Source: an optimization exercise on an open RTL-to-GDS flow (aim: small area and a short achievable clock period). Production flows keep margins and buffers that such runs may drop. In this exercise RTL edits were held to simulation tests only and were not proved equivalent to the original. Power is estimated from default activity; no workload was simulated.

## build 7
## swt16_top
module swt16_top (
    input             clock,
    input             reset,
    output     [11:0] out_pmem_addr,
    input      [15:0] in_pmem_word,
    output     [11:0] out_dmem_rd_addr,
    input      [15:0] in_dmem_rd_word,
    output     [11:0] out_dmem_wr_addr,
    output     [15:0] out_dmem_wr_word,
    output            out_dmem_write_en,
    output            out_nop_in_WB
);
Size in the first run: roughly 430 flip-flops, about 25,000 um2 of cells after synthesis.
Settings: LEC_CHECK=0, ABC_CLOCK_PERIOD_IN_PS=4000, CAP_MARGIN=20, CORE_MARGIN=2, CORE_UTILIZATION=60, SETUP_SLACK_MARGIN=5, SLEW_MARGIN=20; clock period 10.5 ns.
standard.sh (not shown) runs the stock make flow with config.mk's settings and CLKGATE_MAP_FILE= SYNTH_SCRIPT=/design/flow/synth_recipe.tcl, a recipe that flattens the netlist after the stock synthesis.
==> flow/flow/run.sh <==
#!/bin/bash
# Standard ORFS flow with two layout changes: port buffers use the smallest
# buffer cell (the resizer upsizes where needed), and clock tree synthesis
# adds no dummy loads.
set -uo pipefail
export BUFFER_PORTS_ARGS="-buffer_cell sky130_fd_sc_hd__buf_1"
export CTS_ARGS="-sink_clustering_enable -repair_clock_nets -dont_use_dummy_load -buf_list sky130_fd_sc_hd__clkbuf_8"
bash standard.sh synth > synth.log 2>&1 || exit 1
bash standard.sh finish > layout.log 2>&1 || exit 1
The inputs of build 42 differ from those of build 7 as listed below.
==> flow/flow/run.sh <==
#!/bin/bash
# Standard ORFS flow with two layout changes: port buffers use the smallest
# buffer cell (the resizer upsizes where needed), and clock tree synthesis
# adds no dummy loads.
set -uo pipefail
export BUFFER_PORTS_ARGS="-buffer_cell sky130_fd_sc_hd__buf_1"
export CTS_ARGS="-sink_clustering_enable -repair_clock_nets -dont_use_dummy_load -buf_list sky130_fd_sc_hd__clkbuf_4"
bash standard.sh synth > synth.log 2>&1 || exit 1
bash standard.sh finish > layout.log 2>&1 || exit 1
### Flow results
Number of vias after detailed routing delta for build 42 relative to build 7: 221 higher
Build 42 vs build 7, termination of the worst setup path: out_pmem_addr[10] vs out_pmem_addr[7]
Worst hold slack across all endpoints of build 42 is on par with build 7.
Build 42 vs. build 7: final design area excluding fillers higher, cell count +about 1.8%.
Input-level comparison between build 25 and build 42:
==> flow/flow/run.sh <==
#!/bin/bash
# Standard ORFS flow with two layout changes: port buffers use the smallest
# buffer cell (the resizer upsizes where needed), and clock tree synthesis
# adds no dummy loads.
set -uo pipefail
export BUFFER_PORTS_ARGS="-buffer_cell sky130_fd_sc_hd__buf_1"
export CTS_ARGS="-sink_clustering_enable -repair_clock_nets -dont_use_dummy_load -buf_list sky130_fd_sc_hd__clkbuf_8 -sink_clustering_size 14 -sink_clustering_max_diameter 60"
bash standard.sh synth > synth.log 2>&1 || exit 1
bash standard.sh finish > layout.log 2>&1 || exit 1
diff --git a/flow/config.mk b/flow/config.mk
--- a/flow/config.mk
+++ b/flow/config.mk
@@ -6,5 +6,5 @@
 export NUM_CORES = 4
 export LEC_CHECK = 0
-export ABC_CLOCK_PERIOD_IN_PS = 4000
+export ABC_CLOCK_PERIOD_IN_PS = 5000
 export CAP_MARGIN = 20
 export CORE_MARGIN = 2
Results
Build 42 -> build 25: synthesized cell count delta 0, exact match. Compared with build 42, build 25 shows buffering stage count on the worst path with inverters included lower by 2. Across both runs, depth of the worst register-to-register path was higher for build 25 than for build 42. Clock network fraction of total power on build 25 is down relative to build 42. Build 25 vs. build 42: non-clock buffer count went down by 23. Insertion delay to the later sink of the worst-skew pair is lower on build 25. Sort build 42 and build 25 by final worst-path cycle share, descending, and build 42 comes first. Looking at net switching power figure across build 42 and build 25, the one that comes out lower is build 25. Compared to build 42, build 25 has post-layout net count 3.2% lower. The average via count per standard cell of build 25 is higher than that of build 42.
Modified inputs, build 13 compared to build 25
==> flow/flow/run.sh <==
#!/bin/bash
# Standard ORFS flow with two layout changes: port buffers use the smallest
# buffer cell (the resizer upsizes where needed), and clock tree synthesis
# adds no dummy loads.
set -uo pipefail
export BUFFER_PORTS_ARGS="-buffer_cell sky130_fd_sc_hd__buf_1"
export CTS_ARGS="-sink_clustering_enable -repair_clock_nets -dont_use_dummy_load -buf_list sky130_fd_sc_hd__clkbuf_8"
bash standard.sh synth > synth.log 2>&1 || exit 1
bash standard.sh finish > layout.log 2>&1 || exit 1
==> flow/config.mk <==
export PLATFORM = sky130hd
export DESIGN_NAME = swt16_top
export DESIGN_NICKNAME = swt16_top
export VERILOG_FILES = /design/flow/design.v
export SDC_FILE = /design/flow/constraint.sdc
export NUM_CORES = 4
export LEC_CHECK = 0
export ABC_CLOCK_PERIOD_IN_PS = 4000
export CAP_MARGIN = 10
export CORE_MARGIN = 2
export CORE_UTILIZATION = 70
export SETUP_SLACK_MARGIN = 5
export SLEW_MARGIN = 10
Results
Build 13 vs build 25 — clock-pin slew on the worst setup and hold paths dropped 0.03 ns. Summary of build 13 over build 25: post-synthesis adder-cell area fraction now sits at about the same level; met3 track demand over resource now sits higher; non-clock inverter total of the final layout now sits lower. Compared with build 25, in build 13 non-filler instance count after layout went down, critical path depth has remained practically unchanged. STATUS total power: build 13 loses against build 25. Build 13 against build 25: overall global routing resource usage rose by 6.1 points, area growth from synthesis to layout rose by 0.83 points, maximum frequency rose by 0.62%. All of build 25 and build 13 finish clean.

========
job 102:
Another version of the RTL of swt16_top (not shown whole).
For scale: about 430 flip-flops, roughly 88 I/O pins, roughly 27000 sq um of cells after synthesis.
## swt16_top
module swt16_top (
    input             clock,
    input             reset,
    output     [11:0] out_pmem_addr,
    input      [15:0] in_pmem_word,
    output     [11:0] out_dmem_rd_addr,
    input      [15:0] in_dmem_rd_word,
    output     [11:0] out_dmem_wr_addr,
    output     [15:0] out_dmem_wr_word,
    output            out_dmem_write_en,
    output            out_nop_in_WB
);
clock: 10.5 ns
lec_check: 0
abc_clock_period_in_ps: 4000
cap_margin: 20
core_margin: 2
core_utilization: 60
setup_slack_margin: 5
slew_margin: 20
run.sh (not shown) runs the stock make flow with config.mk's settings and CLKGATE_MAP_FILE= SYNTH_SCRIPT=/design/flow/synth_recipe.tcl, a recipe that flattens the netlist after the stock synthesis.
Stock flow here: none of the scripts above is used.
No stage failed in job 102, and the final checks on the layout all came back clean.
Setup changes, job 102 to job 101
==> flow/flow/run.sh (new file) <==
#!/bin/bash
# Standard ORFS flow with two layout changes: port buffers use the smallest
# buffer cell (the resizer upsizes where needed), and clock tree synthesis
# adds no dummy loads.
set -uo pipefail
export BUFFER_PORTS_ARGS="-buffer_cell sky130_fd_sc_hd__buf_1"
export CTS_ARGS="-sink_clustering_enable -repair_clock_nets -dont_use_dummy_load -buf_list sky130_fd_sc_hd__clkbuf_8"
bash standard.sh synth > synth.log 2>&1 || exit 1
bash standard.sh finish > layout.log 2>&1 || exit 1
==> flow/standard.sh (new file) <==
#!/bin/bash
# synth_recipe.tcl (not shown) runs the flow's synth.tcl, then flattens the netlist and writes it again
# the make line also repeats each setting of config.mk as NAME=value (left out here)
make -C /OpenROAD-flow-scripts/flow DESIGN_CONFIG=/design/flow/config.mk WORK_HOME=/design/flow/orfs CLKGATE_MAP_FILE= SYNTH_SCRIPT=/design/flow/synth_recipe.tcl "${@:-finish}"
removed: flow/run.sh
Findings:
On number of DRC markers in iteration 0: between job 102 and job 101, it ends up higher for job 102.
Job 102 -> job 101: total clock sinks delta 0, exact match
Job 101 and job 102 ended up with roughly the same area occupied by registers.

## what the ideal ports hide
The flow's constraints put no driver on any port. The routed layouts listed below were extracted and timed again, unchanged, in two steps.
Step 1 (the two cells are an assumption about what drives the block):
set clk [get_ports {clock}]
set_driving_cell -lib_cell sky130_fd_sc_hd__clkbuf_16 $clk
set_driving_cell -lib_cell sky130_fd_sc_hd__buf_2 [delete_from_list [all_inputs] $clk]
Step 2 times the ports against the registers' clock, not the clock port: input delays grow and output delays shrink by t, the midpoint of the rising clock arrivals with the driver on.
Slacks: ideal ports / drivers / drivers and shift; pairs: ideal ports / drivers.
| run | t (ns) | setup slack, ns | worst hold slack (ns) | worst register clock-pin slew, ns | pins driven straight from the clock port |
|---|---|---|---|---|---|
| build 7 | 0.669 | 4.973 / 4.918 / 5.113 | 0.358 / 0.358 / 0.358 | 0.06 / 0.06 | 1 |
| build 42 | 0.867 | 4.718 / 4.665 / 5.076 | 0.358 / 0.358 / 0.358 | 0.07 / 0.07 | 1 |
| build 25 | 0.658 | 4.929 / 4.872 / 5.057 | 0.360 / 0.360 / 0.360 | 0.09 / 0.09 | 1 |
| build 13 | 0.646 | 4.963 / 4.909 / 5.001 | 0.355 / 0.355 / 0.355 | 0.07 / 0.07 | 1 |
| job 102 | 0.655 | 4.871 / 4.812 / 4.851 | 0.359 / 0.359 / 0.359 | 0.07 / 0.07 | 1 |
| job 101 | 0.680 | 4.942 / 4.882 / 5.023 | 0.350 / 0.350 / 0.350 | 0.07 / 0.07 | 1 |
After both steps setup and hold are still met in every run listed. The setup slack of job 102, which loses most, moves by -0.059 ns with the drivers and by -0.020 ns with both steps.
